This is an optimization exercise on Yosys and OpenROAD, whose aim is small area and a short achievable clock period, not a production implementation. Where RTL was checked, it was by simulation tests only, not by an equivalence proof against the original. Power and IR drop assume default switching activity.

==> flow/design.v (excerpt) <==
module fifo #(
    parameter LENGTH = 32,
    parameter WIDTH  = 16
) (
    input logic reset_i,
    input logic clk_i,
    input logic read_en,
    input logic write_en,
    input logic [WIDTH-1:0] data_i,
    output logic empty_o,
    output logic full_o,
    output logic [WIDTH-1:0] data_o
);
==> module fifo, before the edit <==
module fifo #(
    parameter LENGTH = 32,
    parameter WIDTH  = 16
) (
    input logic reset_i,
    input logic clk_i,
    input logic read_en,
    input logic write_en,
    input logic [WIDTH-1:0] data_i,
    output logic empty_o,
    output logic full_o,
    output logic [WIDTH-1:0] data_o
);
  localparam LO = 4;
  localparam HI = LENGTH / LO;
  logic [LO-1:0] lo;
  logic [HI-1:0] hi;
  logic nonempty_r, full_r;
  logic [WIDTH-1:0] mem [LENGTH-1:0];
  wire rd = read_en & nonempty_r;
  wire wr = write_en & ~full_r;
  wire one_left = lo[0] & hi[0];           
  wire one_free = lo[LO-2] & hi[HI-1];     
  assign empty_o = ~nonempty_r;
  assign full_o  = full_r;
  logic [WIDTH-1:0] rdata;
  always_comb begin
    rdata = '0;
    for (int j = 0; j < HI; j++)
      for (int i = 0; i < LO; i++)
        rdata = rdata | (mem[LO*j+i] & {WIDTH{hi[j] & lo[i]}});
  end
  always_ff @(posedge clk_i, posedge reset_i) begin
    if (reset_i) begin
      lo         <= LO'(1) << (LO - 1);
      hi         <= HI'(1) << (HI - 1);
      nonempty_r <= 1'b0;
      full_r     <= 1'b0;
      data_o     <= 0;
    end else begin
      if (rd) data_o <= rdata;
      if (wr & ~rd) begin
        lo <= {lo[LO-2:0], lo[LO-1]};
        if (lo[LO-1]) hi <= {hi[HI-2:0], hi[HI-1]};
      end else if (rd & ~wr) begin
        lo <= {lo[0], lo[LO-1:1]};
        if (lo[0]) hi <= {hi[0], hi[HI-1:1]};
      end
      nonempty_r <= wr | (nonempty_r & ~(rd & one_left));
      full_r     <= ~rd & (full_r | (wr & one_free));
    end
  end
  logic [HI-1:0] grp_live;
  always_comb begin
    grp_live[0] = 1'b1;
    for (int j = 1; j < HI; j++) grp_live[j] = |(hi >> (j - 1));
  end
  always_ff @(posedge clk_i) begin
    if (wr) mem[0] <= data_i;
    for (int i = 1; i < LENGTH; i++)
      if (wr & grp_live[i / LO]) mem[i] <= mem[i-1];
  end
endmodule
export LEC_CHECK = 0
export CAP_MARGIN = 20
export CORE_MARGIN = 2
export CORE_UTILIZATION = 60
export SETUP_SLACK_MARGIN = 2.05
export SLEW_MARGIN = 20
create_clock -name core_clock -period 4.0 [get_ports {clk_i}]
standard.sh (not shown) runs the stock make flow with config.mk's settings and CLKGATE_MAP_FILE= SYNTH_SCRIPT=/design/flow/synth_recipe.tcl, a recipe that flattens the netlist after the stock synthesis.
==> flow/flow/run.sh <==
#!/bin/bash
bash standard.sh MATCH_CELL_FOOTPRINT=0 "BUFFER_PORTS_ARGS=-buffer_cell sky130_fd_sc_hd__buf_4" \
  "CTS_ARGS=-sink_clustering_enable -repair_clock_nets -dont_use_dummy_load -sink_clustering_size 24 -sink_clustering_max_diameter 80" \
  finish > standard.log 2>&1
The starting point completed with no timing, DRC or antenna violations.
Change:
--- a/flow/design.v
+++ b/flow/design.v
@@ -18,14 +18,14 @@
   logic nonempty_r, full_r;
   logic [WIDTH-1:0] mem [LENGTH-1:0];
   wire rd = read_en & nonempty_r;
   wire wr = write_en & ~full_r;
   wire one_left = lo[0] & hi[0];           
   wire one_free = lo[LO-2] & hi[HI-1];     
-  assign empty_o = ~nonempty_r;
-  assign full_o  = full_r;
+  assign empty_o = ~nonempty_r | reset_i;
+  assign full_o  = full_r & ~reset_i;
   logic [WIDTH-1:0] rdata;
   always_comb begin
     rdata = '0;
     for (int j = 0; j < HI; j++)
       for (int i = 0; i < LO; i++)
         rdata = rdata | (mem[LO*j+i] & {WIDTH{hi[j] & lo[i]}});
@@ -47,17 +47,13 @@
         if (lo[0]) hi <= {hi[0], hi[HI-1:1]};
       end
       nonempty_r <= wr | (nonempty_r & ~(rd & one_left));
       full_r     <= ~rd & (full_r | (wr & one_free));
     end
   end
-  logic [HI-1:0] grp_live;
-  always_comb begin
-    grp_live[0] = 1'b1;
-    for (int j = 1; j < HI; j++) grp_live[j] = |(hi >> (j - 1));
-  end
   always_ff @(posedge clk_i) begin
-    if (wr) mem[0] <= data_i;
-    for (int i = 1; i < LENGTH; i++)
-      if (wr & grp_live[i / LO]) mem[i] <= mem[i-1];
+    if (wr) begin
+      mem[0] <= data_i;
+      for (int i = 1; i < LENGTH; i++) mem[i] <= mem[i-1];
+    end
   end
 endmodule
Worst setup slack got worse by 0.035 ns.
Power went up by about 70%.
Fmax falls by 1.8%.
Synthesized cell count stays the same.
Cell count decreases by about 1.8%.
Global-route usage decreases by 2.2 points.
Critical path depth went up by 1.
Non-clock buffer count goes down by 35.
Core utilization drops by 1.6 points.
Sequential cell count stays the same.
Sequential share of layout area grows by 1.9 points.
Routed wire length came out lower by 10%.
The RTL of the first run of this note was laid out without a check of its function.

-- separate check: timing with driven ports --
No port has a modelled driver above. Below, the same layouts with a new extraction and two added sets of constraints. Step 1 (the two cells are an assumption about what drives the block):
set clk [get_ports {clk_i}]
set_driving_cell -lib_cell sky130_fd_sc_hd__clkbuf_16 $clk
set_driving_cell -lib_cell sky130_fd_sc_hd__buf_2 [delete_from_list [all_inputs] $clk]
Step 2 adds t to the input delays and takes it off the output delays; t is the mean of the earliest and latest rising clock arrival at the registers after step 1. Input paths then give back, and output paths get back, about the clock's delay inside the block. Three values: no drivers, after step 1, after step 2; two values: the first two.
run	shift t [ns]	setup slack, ns	hold slack, ns	worst setup path after step 2	worst slew at a driven data input, ns
the first run	0.619	2.043 / 1.990 / 1.597	0.391 / 0.361 / 0.448	input to register	0.04
the second run	0.609	2.008 / 1.956 / 1.645	0.402 / 0.374 / 0.441	input to register	0.04
After both steps every run listed still meets setup and hold. The setup slack of the first run, which loses most, moves by -0.053 ns with the drivers and by -0.446 ns with both steps.
